This is an optimization exercise on Yosys and OpenROAD, whose aim is small area, a short achievable clock period and few clock cycles per item, not a production implementation.
Where RTL was checked, it was by simulation tests only, not by an equivalence proof against the original.
Power is estimated from default activity; no workload was simulated.

==> flow/design.v <==
module minha_fpu_add #(parameter int W = 8)
(
    input  logic [W-1:0] a,
    input  logic [W-1:0] b,
    input  logic         cin,
    output logic [W-1:0] s,
    output logic         cout
);
    localparam int TOP = (W > 16) ? 16 : (W > 8) ? 8 : (W > 4) ? 4 : (W > 2) ? 2 : 1;
    logic [W-1:0] p, g, gg, pp;
    always_comb begin
        p  = a ^ b;
        g  = a & b;
        gg = g;
        pp = p;
        gg[0] = g[0] | (p[0] & cin);
        for (int d = 1; d < W; d = d * 2)
            for (int i = 2 * d - 1; i < W; i += 2 * d) begin
                gg[i] = gg[i] | (pp[i] & gg[i-d]);
                pp[i] = pp[i] & pp[i-d];
            end
        for (int d = TOP; d >= 1; d = d / 2)
            for (int i = 3 * d - 1; i < W; i += 2 * d) begin
                gg[i] = gg[i] | (pp[i] & gg[i-d]);
                pp[i] = pp[i] & pp[i-d];
            end
        s    = p ^ {gg[W-2:0], cin};
        cout = gg[W-1];
    end
endmodule
module minha_fpu
(
    input logic clock_100KHz,
    input logic reset,
    input logic start,
    input logic [31:0] op_A_in,
    input logic [31:0] op_B_in,
    output logic [3:0] status_out,
    output logic [31:0] data_out,
    output logic done
);
    logic        sA, sB;
    logic [9:0]  eA, eB;
    logic [20:0] fA, fB;
    assign sA = op_A_in[31];
    assign sB = op_B_in[31];
    assign eA = op_A_in[30:21];
    assign eB = op_B_in[30:21];
    assign fA = op_A_in[20:0];
    assign fB = op_B_in[20:0];
    logic zA, zB, mA, mB, nan_res;
    assign zA = (op_A_in == 32'h0);
    assign zB = (op_B_in == 32'h0);
    assign mA = &eA;
    assign mB = &eB;
    assign nan_res = (mA && fA != 21'h0) || (mB && fB != 21'h0) || (mA && mB && (sA != sB));
    logic [9:0] dAB, dBA, d;
    logic       geE, leE, geM, unused0;
    minha_fpu_add #(10) u_dab (.a(eA), .b(~eB), .cin(1'b1), .s(dAB), .cout(geE));
    minha_fpu_add #(10) u_dba (.a(eB), .b(~eA), .cin(1'b1), .s(dBA), .cout(leE));
    logic [30:0] cmp_s;
    minha_fpu_add #(31) u_cmp (.a(op_A_in[30:0]), .b(~op_B_in[30:0]), .cin(1'b1), .s(cmp_s), .cout(geM));
    logic        swap, sX;
    logic [9:0]  eX;
    logic [20:0] fY;
    assign swap = !geM;
    assign sX = swap ? sB : sA;
    assign fY = swap ? fA : fB;
    assign eX = geE ? eA : eB;
    assign d  = geE ? dAB : dBA;
    logic        spec, big, pass_d, kill, selB, sub;
    logic [20:0] fXp;
    logic [21:0] mY, mYp;
    logic [22:0] m;
    assign spec   = !zA && !zB && (mA || mB);
    assign big    = (d[9:5] != 5'd0) || (d[4:0] > 5'd22);
    assign pass_d = zA || zB || mA || mB || big;
    assign kill   = zA || zB || mA || mB || (d[9:5] != 5'd0);
    assign selB   = zA || (!zB && swap);
    assign fXp    = spec ? {20'h0, nan_res} : (selB ? fB : fA);
    assign mY     = {1'b1, fY} >> d[4:0];
    assign mYp    = kill ? 22'h0 : mY;
    assign sub    = sA ^ sB;
    minha_fpu_add #(23) u_add (.a({2'b01, fXp}), .b({1'b0, mYp} ^ {23{sub}}), .cin(sub), .s(m), .cout(unused0));
    logic [9:0] e_raw, e_d;
    logic       s_d;
    logic [1:0] ps_d;
    always_comb begin
        if (zA)        begin e_raw = eB;     s_d = sB;  ps_d = 2'd0; end
        else if (zB)   begin e_raw = eA;     s_d = sA;  ps_d = 2'd0; end
        else if (spec) begin e_raw = 10'h3FF; s_d = nan_res ? 1'b0 : (mA ? sA : sB); ps_d = nan_res ? 2'd3 : 2'd1; end
        else           begin e_raw = eX;     s_d = sX;  ps_d = 2'd2; end
    end
    assign e_d = e_raw + {8'd0, pass_d, 1'b1};
    logic        s_q, pass_q;
    logic [9:0]  e_q;
    logic [22:0] m_q;
    logic [1:0]  ps_q;
    always_ff @(posedge clock_100KHz) begin
        if (start) begin
            s_q    <= s_d;
            pass_q <= pass_d;
            e_q    <= e_d;
            m_q    <= m;
            ps_q   <= ps_d;
        end
    end
    always_ff @(posedge clock_100KHz or negedge reset) begin
        if (!reset) done <= 1'b0;
        else if (start) done <= 1'b1;
    end
    logic [4:0]  z;
    logic [22:0] n5;
    always_comb begin
        logic [31:0] v;
        logic [4:0]  zz [32];
        logic [31:0] nv;
        logic [4:0]  nz [32];
        v = {m_q, 9'h1FF};
        for (int i = 0; i < 32; i++) zz[i] = 5'd0;
        for (int w = 1; w < 32; w = w * 2) begin
            nv = '0;
            for (int i = 0; i < 32; i++) nz[i] = 5'd0;
            for (int j = 0; j < 32 / (2 * w); j++) begin
                nv[j] = v[2*j+1] | v[2*j];
                nz[j] = v[2*j+1] ? zz[2*j+1] : (zz[2*j] | 5'(w));
            end
            v = nv;
            for (int i = 0; i < 32; i++) zz[i] = nz[i];
        end
        z = pass_q ? 5'd3 : zz[0];
        n5 = m_q << z;
    end
    logic [9:0] en;
    logic       uf, unused1;
    minha_fpu_add #(10) u_en (.a(e_q), .b(~{5'd0, z}), .cin(1'b1), .s(en), .cout(unused1));
    assign uf = !pass_q && (m_q == 23'h0 || (e_q[9:5] == 5'd0 && e_q[4:0] == z));
    assign data_out = uf ? 32'h0 : {s_q, en, (pass_q ? m_q[20:19] : 2'b01), n5[21:3]};
    always_comb begin
        if (pass_q)  status_out = 4'b0001 << ps_q;
        else if (uf) status_out = 4'b0100;
        else         status_out = n5[2] ? 4'b1000 : 4'b0001;
    end
endmodule
==> flow/config.mk <==
export PLATFORM = sky130hd
export DESIGN_NAME = minha_fpu
export DESIGN_NICKNAME = minha_fpu
export VERILOG_FILES = /design/flow/design.v
export SDC_FILE = /design/flow/constraint.sdc
export NUM_CORES = 4
export LEC_CHECK = 0
export ABC_AREA = 1
export CAP_MARGIN = 20
export CORE_MARGIN = 2
export CORE_UTILIZATION = 40
export SETUP_SLACK_MARGIN = 4
export SLEW_MARGIN = 20
==> flow/constraint.sdc <==
create_clock -name core_clock -period 11.0 [get_ports {clock_100KHz}]
set_input_delay 2.2000 -clock core_clock [delete_from_list [all_inputs] [get_ports {clock_100KHz}]]
set_output_delay 2.2000 -clock core_clock [all_outputs]
set_load 0.01 [all_outputs]
standard.sh (not shown) runs the stock make flow with config.mk's settings and CLKGATE_MAP_FILE= SYNTH_SCRIPT=/design/flow/synth_recipe.tcl, a recipe that flattens the netlist after the stock synthesis.
==> flow/flow/run.sh <==
#!/bin/bash
# Standard ORFS layout (the standard.sh) with two changes:
# - the port buffers use sky130_fd_sc_hd__buf_1 instead of the cell buffer_ports
#   picks by default;
# - synthesis does not extract full/half adder cells (ADDER_MAP_FILE empty), so
#   ABC maps the prefix adders of the RTL itself.
set -euo pipefail
export BUFFER_PORTS_ARGS="-buffer_cell sky130_fd_sc_hd__buf_1"
export ADDER_MAP_FILE=
bash standard.sh > standard.log 2>&1
The starting point produced a clean layout.
==> next run, changes <==
- SETUP_SLACK_MARGIN: 4 -> 2
What happened: Synthesized cell count is unchanged; worst setup slack loses 1.3 ns; maximum frequency is lower by about a fifth; critical path depth increases by 8; final area decreases by a few percent.
No run of this note included a check of the RTL's function; only the layout flow was run.

========
Starts from the design.v that is shown in full above.
clock: 11.0 ns
lec_check: 0
abc_area: 1
cap_margin: 20
core_margin: 2
core_utilization: 40
setup_slack_margin: 4.5
slew_margin: 20
Scripts as last shown in full above: flow/flow/run.sh
Rerun with:
Settings changed: SETUP_SLACK_MARGIN 4.5 to 5.
Routed wire length rises by 11%. Register-to-register slack stays flat. Synthesized cell count stays the same. Non-clock buffer count came out higher by 71. Total power rose by 12%. Setup slack gets better by 140 ps. Utilization increases by 8.8 points. Combinational power is higher by about 18%. Die area stays the same. Global-route usage climbs by 1.3 points.
No run of this note included a check of the RTL's function; only the layout flow was run.

========
minha_fpu, a different RTL version from the one above (not shown whole).
Size in the first run: ~38 flip-flops, about 100 I/O pins.
Settings: LEC_CHECK=0, ABC_AREA=1, CAP_MARGIN=20, CORE_MARGIN=2, CORE_UTILIZATION=40, SETUP_SLACK_MARGIN=4.2, SLEW_MARGIN=20; clock period 11.0 ns.
Scripts as last shown in full above: flow/flow/run.sh
Testbench counts at the start, summed over its fixed seeds: cycles 24,000, items 24,000.
Change:
- SETUP_SLACK_MARGIN: 4.2 -> 4.5
After rerunning: Clock skew does not change; via count went up by 0.89%; power grows by 1.8%; worst hold slack is about the same; routed wire length grows by 1.1%; sequential power hardly moves; count of clock-buffer cells in the layout is unchanged; global-route usage is unchanged; sequential cell count stays the same.
Change:
- CTS_BUF_LIST: default -> sky130_fd_sc_hd__clkbuf_8
- CTS_CLUSTER_DIAMETER: default -> 200
- CTS_CLUSTER_SIZE: default -> 40
Synthesized cell count is unchanged; worst hold slack improves by 0.0033 ns; wire length stays flat; design area is about the same; power went down by 3.5%; global-route usage is about the same; die area does not change; maximum frequency went up by 0.75%; final cell count is about the same.
Change:
- CTS_BUF_LIST: sky130_fd_sc_hd__clkbuf_8 -> sky130_fd_sc_hd__clkbuf_4
- CTS_CLUSTER_DIAMETER: 200 -> default
- CTS_CLUSTER_SIZE: 40 -> default
Fmax goes down by 0.57%.
Power goes down by 2.6%.
Synthesized area does not change.
Worst setup slack loses 0.035 ns.
Flip-flop and latch count stays the same.
Register-to-register slack stays flat.
Combinational power goes down by about 1%.
Die area does not change.
Utilization goes down by 0.34 points.
Critical path depth goes up by 11.
Via count hardly moves.
Change:
- CTS_BUF_LIST: sky130_fd_sc_hd__clkbuf_4 -> sky130_fd_sc_hd__clkbuf_8
- CTS_CLUSTER_DIAMETER: default -> 200
- CTS_CLUSTER_SIZE: default -> 40
- GPL_TIMING_DRIVEN: default -> 0
Effect: Routed wire length grows by a few percent; total power grows by a little under a tenth; global-route usage grows by 1.6 points; design area grows slightly; cell count grows slightly; combinational power grows slightly.

========
Another version of the RTL of minha_fpu (not shown whole).
For scale: roughly 1,200 cells after synthesis, about 100 I/O pins, roughly 9200 µm² of cells after synthesis.
clock: 11.0 ns
lec_check: 0
cap_margin: 20
core_margin: 2
core_utilization: 40
setup_slack_margin: 2
slew_margin: 20
run.sh (not shown) runs the stock make flow with config.mk's settings and CLKGATE_MAP_FILE= SYNTH_SCRIPT=/design/flow/synth_recipe.tcl, a recipe that flattens the netlist after the stock synthesis.
Stock flow here: none of the scripts above is used.
Testbench counts at the start, summed over its fixed seeds: cycles 24,000, items 24,000.
==> next run, changes <==
Settings changed: SETUP_SLACK_MARGIN 2 to default.
Result:
- die area stays the same
- maximum frequency is lower by 14%
- non-clock buffer count is lower by 46
- power is lower by about 13%
- first-iteration DRC count is lower by about 5%
- count of clock-buffer cells in the layout stays the same
- hold slack got worse by 7.4 ps
- via count is lower by about 2.8%
- critical path depth is lower by 1
- flip-flop and latch count is unchanged
- area after synthesis does not change

[afterwards: timing with drivers on the ports]
In the flow no input, the clock included, has a driving cell. The finished layouts below were timed again as built, in two steps.
Step 1 (the two cells are an assumption about what drives the block):
set clk [get_ports {clock_100KHz}]
set_driving_cell -lib_cell sky130_fd_sc_hd__clkbuf_16 $clk
set_driving_cell -lib_cell sky130_fd_sc_hd__buf_2 [delete_from_list [all_inputs] $clk]
Step 2 also shifts input and output timing later by t, the mid clock arrival at the registers, as if the neighbouring blocks saw the same clock.
a / b / c = ideal / step 1 / step 2; a / b = the first two.
run	t (ns)	slack for setup (ns)	worst setup path after step 2	slew at the worst register clock pin (ns)	cell pins on the clock port's net
the first run of note 1	0.311	4.329 / 4.341 / 4.030	input to register	0.06 / 0.06	1
the second run of note 1	0.311	3.005 / 3.009 / 2.698	input to register	0.06 / 0.06	1
the first run of note 2	0.308	4.718 / 4.728 / 4.419	input to register	0.06 / 0.06	1
the second run of note 2	0.314	4.861 / 4.826 / 4.675	input to register	0.06 / 0.06	1
the first run of note 3	0.308	4.634 / 4.598 / 4.390	input to register	0.05 / 0.05	1
the second run of note 3	0.307	4.853 / 4.817 / 4.589	input to register	0.05 / 0.05	1
the third run of note 3	0.312	4.899 / 4.867 / 4.628	input to register	0.07 / 0.07	1
the fourth run of note 3	0.355	4.863 / 4.870 / 4.515	input to register	0.11 / 0.11	1
the fifth run of note 3	0.315	4.781 / 4.786 / 4.471	input to register	0.07 / 0.07	1
the first run of note 4	0.322	2.200 / 2.176 / 1.855	input to register	0.06 / 0.06	1
the second run of note 4	0.314	0.750 / 0.747 / 0.433	input to register	0.06 / 0.06	1
After both steps setup and hold are still met in every run listed. For the fourth run of note 3, which loses most, drivers alone change the setup slack by +0.007 ns; drivers and shift together by -0.348 ns.
